Background: an optimization exercise with open tools, aiming at small area and a short achievable clock period. Do not read the settings as production practice.
Only simulation tests tie the RTL to the original design; equivalence was not proved.
Power and IR drop assume default switching activity.

## proc
module proc (
  imem_addr, dmem_addr, dmem_wdata, dmem_re, dmem_we, halt_out,
  clk, rst, imem_data, dmem_rdata
  );
Size in the first run: ~1800 cells after synthesis, roughly 300 flip-flops, about 85 I/O pins, about 0.017 sq mm of cells after synthesis.
Settings: LEC_CHECK=0, CAP_MARGIN=20, CORE_MARGIN=2, CORE_UTILIZATION=55, SETUP_SLACK_MARGIN=5, SLEW_MARGIN=20; clock period 9.0 ns.
standard.sh (not shown) runs the stock make flow with config.mk's settings and CLKGATE_MAP_FILE= SYNTH_SCRIPT=/design/flow/synth_recipe.tcl, a recipe that flattens the netlist after the stock synthesis.
==> flow/flow/run.sh <==
#!/bin/bash
# The standard ORFS layout (the standard.sh) with one change to how it
# sizes cells: the port buffers that the standard flow inserts use the
# smallest buffer (buf_1) instead of the resizer's default pick.
set -euo pipefail
export BUFFER_PORTS_ARGS="-buffer_cell sky130_fd_sc_hd__buf_1"
bash standard.sh > standard_flow.log 2>&1
Edit:
- CTS_BUF_LIST: default -> sky130_fd_sc_hd__clkbuf_4 sky130_fd_sc_hd__clkbuf_8
- CTS_CLUSTER_DIAMETER: default -> 40
- CTS_CLUSTER_SIZE: default -> 16
What happened: The new run finished clean. Hold slack is better by 14 ps. Cell count climbs by 0.88%. Via count is about the same. Area after synthesis does not change. Flip-flop and latch count is unchanged. Wire length drops by 1.1%. Count of clock-buffer cells in the layout climbs by 3. Fmax is about the same. Synthesized cell count is unchanged. Combinational power is about the same.
Edit:
==> flow/flow/run.sh (replaced) <==
#!/bin/bash
# The standard ORFS layout (the standard.sh) with changes to how it sizes
# cells only: the port buffers that the standard flow inserts use the smallest
# buffer (buf_1), and clock tree synthesis uses clkbuf_8 clusters of at most
# 20 sinks and no dummy loads. Everything else is the standard flow.
set -euo pipefail
export BUFFER_PORTS_ARGS="-buffer_cell sky130_fd_sc_hd__buf_1"
export CTS_ARGS="-sink_clustering_enable -repair_clock_nets -sink_clustering_size 20 -sink_clustering_max_diameter 50 -buf_list sky130_fd_sc_hd__clkbuf_8 -dont_use_dummy_load"
bash standard.sh > standard_flow.log 2>&1
- CTS_BUF_LIST: sky130_fd_sc_hd__clkbuf_4 sky130_fd_sc_hd__clkbuf_8 -> sky130_fd_sc_hd__clkbuf_8
- CTS_CLUSTER_DIAMETER: 40 -> 50
- CTS_CLUSTER_SIZE: 16 -> 20
First-iteration DRC count came out higher by 11%.
Design area came out lower by 2.6%.
Via count came out lower by 1.4%.

* * *

## run 1
proc, a different RTL version from the one above (not shown whole).
For scale: about 1600 cells after synthesis, about 290 flip-flops.
Design proc, start of the top module:
module proc (
  imem_addr, dmem_addr, dmem_wdata, dmem_re, dmem_we, halt_out,
  clk, rst, imem_data, dmem_rdata
  );
clock: 9.0 ns
lec_check: 0
cap_margin: 5
core_margin: 2
core_utilization: 62
setup_slack_margin: 4.95
slew_margin: 5
synth_hierarchical: 1
==> flow/flow/run.sh <==
#!/bin/bash
# The standard ORFS layout (the standard.sh) with changes to how it sizes
# cells only: the port buffers that the standard flow inserts use the smallest
# buffer (buf_1), and clock tree synthesis uses clkbuf_8 clusters of at most
# 26 sinks and no dummy loads. Everything else is the standard flow.
set -euo pipefail
export BUFFER_PORTS_ARGS="-buffer_cell sky130_fd_sc_hd__buf_1"
export CTS_ARGS="-sink_clustering_enable -repair_clock_nets -sink_clustering_size 26 -sink_clustering_max_diameter 60 -buf_list sky130_fd_sc_hd__clkbuf_8 -dont_use_dummy_load"
bash standard.sh > standard_flow.log 2>&1
Run 1 finished all stages; the layout is clean.
diff inputs: run 1 => run 2
Settings: GPL_TIMING_DRIVEN: unset -> 0; CAP_MARGIN: 5 -> 20; SETUP_SLACK_MARGIN: 4.95 -> 5; SLEW_MARGIN: 5 -> 20.
==> flow/flow/run.sh <==
#!/bin/bash
# The standard ORFS layout (the standard.sh) with changes to how it sizes
# cells only: the port buffers that the standard flow inserts use the smallest
# buffer (buf_1), and clock tree synthesis uses clkbuf_8 clusters of at most
# 20 sinks and no dummy loads. Everything else is the standard flow.
set -euo pipefail
export BUFFER_PORTS_ARGS="-buffer_cell sky130_fd_sc_hd__buf_1"
export CTS_ARGS="-sink_clustering_enable -repair_clock_nets -sink_clustering_size 20 -sink_clustering_max_diameter 50 -buf_list sky130_fd_sc_hd__clkbuf_8 -dont_use_dummy_load"
bash standard.sh > standard_flow.log 2>&1
### Flow results
The lower filler cell count came out of run 2. Run 2 ends up with a sequential group share of total power that is 2.6 points lower than in run 1. | synthesized area divided by synthesized cell count | run 1 vs run 2 | ≈ equal |. Area growth from synthesis to layout came out higher on run 2 than on run 1. Of run 2 and run 1, run 1 shows the lower clock tree skew after final layout, with run 2 above it. The register fraction of the total cell area of run 2 is lower than that of run 1. Summary — fraction of final layout cells sized beyond drive strength 1, run 2 relative to run 1: higher, by 2.1 points. Looking at cell area after layout, run 2 sits about 6% above run 1.
The inputs of run 3 differ from those of run 2 as listed below.
Settings: PLACE_DENSITY: unset -> 0.75; GPL_TIMING_DRIVEN: 0 -> unset.
Results
- Delta(measured slew at the worst slew-check pin, run 3 - run 2) < 0
- [run 3] buffers inserted during post-CTS setup optimization fell 2 relative to run 2
- Peak clock frequency supported by timing: run 3 vs run 2, no meaningful difference
- Summary of run 3 over run 2: growth of design area from synthesis to finish shows a reduction of 5.2 points, combinational power share moved down, final critical-path required period closely matched the old numbers.
- Run 3 vs run 2 — first-pass GRT wire length dropped by a few percent
- Relative to run 2, the final cell area reported for run 3 is lower.

* * *

lagoon:
proc, a different RTL version from the one above (not shown whole).
Size in the first run: roughly 2300 cells after synthesis, roughly 330 flip-flops, ~85 I/O pins, about 21000 sq um of cells after synthesis.
Settings: LEC_CHECK=0, CAP_MARGIN=20, CORE_MARGIN=2, CORE_UTILIZATION=40, SETUP_SLACK_MARGIN=5, SLEW_MARGIN=20; clock period 9.0 ns.
run.sh (not shown) runs the stock make flow with config.mk's settings and CLKGATE_MAP_FILE= SYNTH_SCRIPT=/design/flow/synth_recipe.tcl, a recipe that flattens the netlist after the stock synthesis.
Stock flow here: none of the scripts above is used.
[inputs] willow vs lagoon
Settings: an added ABC_CLOCK_PERIOD_IN_PS of 3500.
Results
Diff willow..lagoon | combinational power share | negligible. Going from lagoon to willow, horizontal die dimension now sits at about the same level; number of cells on the worst reg-to-reg path now sits at about the same level. Diff willow..lagoon | sequential cell fraction of total power | negligible. willow and lagoon ended up with roughly the same area of the die. Across lagoon and willow, the outcome is the same: a clean finish for every run. Reported for lagoon and willow, gate count after technology mapping turned out identical to the last digit. Comparing willow against lagoon, there is no change at all in proportion of final cell area spent on non-clock buffers. Re power density over the cells: no difference whatsoever between willow and lagoon. Reported for lagoon and willow, total track usage turned out identical to the last digit.

* * *

proc with an RTL version that a note above also has.
For scale: about 1600 cells after synthesis, ~290 flip-flops, ~85 I/O pins, ~0.016 mm^2 of cells after synthesis.
==> flow/config.mk <==
export PLATFORM = sky130hd
export DESIGN_NAME = proc
export DESIGN_NICKNAME = proc
export VERILOG_FILES = /design/flow/design.v
export SDC_FILE = /design/flow/constraint.sdc
export NUM_CORES = 4
export LEC_CHECK = 0
export CAP_MARGIN = 20
export CORE_MARGIN = 2
export CORE_UTILIZATION = 62
export SETUP_SLACK_MARGIN = 4.95
export SLEW_MARGIN = 20
export SYNTH_HIERARCHICAL = 1
==> flow/constraint.sdc <==
create_clock -name core_clock -period 9.0 [get_ports {clk}]
set_input_delay 1.8000 -clock core_clock [delete_from_list [all_inputs] [get_ports {clk}]]
set_output_delay 1.8000 -clock core_clock [all_outputs]
set_load 0.01 [all_outputs]
standard.sh (not shown) runs the stock make flow with config.mk's settings and CLKGATE_MAP_FILE= SYNTH_SCRIPT=/design/flow/synth_recipe.tcl, a recipe that flattens the netlist after the stock synthesis.
==> flow/flow/run.sh <==
#!/bin/bash
# The standard ORFS layout (the standard.sh) with changes to how it sizes
# cells only: the port buffers that the standard flow inserts use the smallest
# buffer (buf_1), and clock tree synthesis uses clkbuf_8 clusters of at most
# 26 sinks and no dummy loads. Everything else is the standard flow.
set -euo pipefail
export BUFFER_PORTS_ARGS="-buffer_cell sky130_fd_sc_hd__buf_1"
export CTS_ARGS="-sink_clustering_enable -repair_clock_nets -sink_clustering_size 26 -sink_clustering_max_diameter 60 -buf_list sky130_fd_sc_hd__clkbuf_8 -dont_use_dummy_load"
bash standard.sh > standard_flow.log 2>&1
The baseline passed the timing, DRC and antenna checks.
Rerun with:
--- a/flow/config.mk
+++ b/flow/config.mk
@@ -13,0 +14 @@
+export TNS_END_PERCENT = 0
Result:
- The changed run completed with no timing, DRC or antenna violations
- sequential cell count stays the same
- die area is unchanged
- final area falls by 0.48%
- worst setup slack loses 130 ps
- clock-buffer cell count does not change
Rerun with:
--- a/flow/config.mk
+++ b/flow/config.mk
@@ -11 +11 @@
-export SETUP_SLACK_MARGIN = 4.95
+export SETUP_SLACK_MARGIN = 5
@@ -14 +13,0 @@
-export TNS_END_PERCENT = 0
What happened: Fmax rose by 3.3%; count of clock-buffer cells in the layout is unchanged; total power came out higher by 0.31%; via count rose by 0.49%; cell area went up by 0.66%; first-iteration DRC count shrinks by 7.3%.
Rerun with:
--- a/flow/flow/run.sh
+++ b/flow/flow/run.sh
@@ -5 +5,3 @@
-# 26 sinks and no dummy loads. Everything else is the standard flow.
+# 20 sinks and no dummy loads; the buffers that ABC inserted are removed at
+# floorplan and the resizer buffers again where needed. Everything else is
+# the standard flow.
@@ -8 +10,2 @@
-export CTS_ARGS="-sink_clustering_enable -repair_clock_nets -sink_clustering_size 26 -sink_clustering_max_diameter 60 -buf_list sky130_fd_sc_hd__clkbuf_8 -dont_use_dummy_load"
+export CTS_ARGS="-sink_clustering_enable -repair_clock_nets -sink_clustering_size 20 -sink_clustering_max_diameter 50 -buf_list sky130_fd_sc_hd__clkbuf_8 -dont_use_dummy_load"
+export REMOVE_ABC_BUFFERS=1
After rerunning:
- The new run finished with timing, DRC and antenna clean
- die area is unchanged
- area after synthesis is unchanged
- worst setup slack got worse by 4.7 ps
- design area climbs by 1.8%
- utilization is higher by 1.2 points
- cell count is higher by 1.1%
- synthesized cell count is unchanged
- sequential power barely changes
- register-to-register slack improves by 50 ps
- count of clock-buffer cells in the layout climbs by 5
Rerun with:
--- a/flow/flow/run.sh
+++ b/flow/flow/run.sh
@@ -5,3 +5 @@
-# 20 sinks and no dummy loads; the buffers that ABC inserted are removed at
-# floorplan and the resizer buffers again where needed. Everything else is
-# the standard flow.
+# 20 sinks and no dummy loads. Everything else is the standard flow.
@@ -11 +8,0 @@
-export REMOVE_ABC_BUFFERS=1
The changed run finished with timing, DRC and antenna clean.
Setup slack improves by 3.5 ps.
Sequential power stays flat.
Total power decreases slightly.
Routed wire length decreases by a few percent.
Sequential share of layout area increases by 0.76 points.
Core utilization decreases by 1.1 points.
Via count decreases slightly.
Synthesized cell count is unchanged.

static timing again, ports no longer ideal:
The results above use ideal ports. As a check the final layouts listed here were re-extracted and re-timed, cells and wires unchanged.
Step 1 assumes that a clkbuf_16 drives the clock port and a buf_2 every other input.
Step 2 also shifts input and output timing later by t, the mid clock arrival at the registers, as if the neighbouring blocks saw the same clock.
Slacks: ideal / step 1 / step 2; pairs: ideal / step 1.
| run | shift t [ns] | setup slack, ns | worst slew at a driven data input, ns |
|---|---|---|---|
| the first run of note 1 | 0.573 | 4.946 / 4.896 / 4.896 | 0.06 |
| the second run of note 1 | 0.677 | 4.942 / 4.892 / 4.892 | 0.06 |
| the third run of note 1 | 0.595 | 4.948 / 4.898 / 4.898 | 0.06 |
| run 1 | 0.597 | 4.975 / 4.933 / 4.933 | 0.05 |
| run 2 | 0.613 | 4.964 / 4.918 / 4.918 | 0.06 |
| run 3 | 0.619 | 4.963 / 4.930 / 4.924 | 0.04 |
| lagoon | 0.615 | 4.986 / 4.934 / 4.934 | 0.07 |
| willow | 0.615 | 4.986 / 4.934 / 4.934 | 0.07 |
| the first run of note 4 | 0.597 | 4.975 / 4.933 / 4.933 | 0.05 |
| the second run of note 4 | 0.587 | 4.844 / 4.817 / 4.817 | 0.04 |
| the third run of note 4 | 0.597 | 4.976 / 4.944 / 4.944 | 0.04 |
| the fourth run of note 4 | 0.647 | 4.972 / 4.924 / 4.924 | 0.06 |
| the fifth run of note 4 | 0.607 | 4.975 / 4.943 / 4.943 | 0.04 |
After both steps every run listed still meets setup and hold.
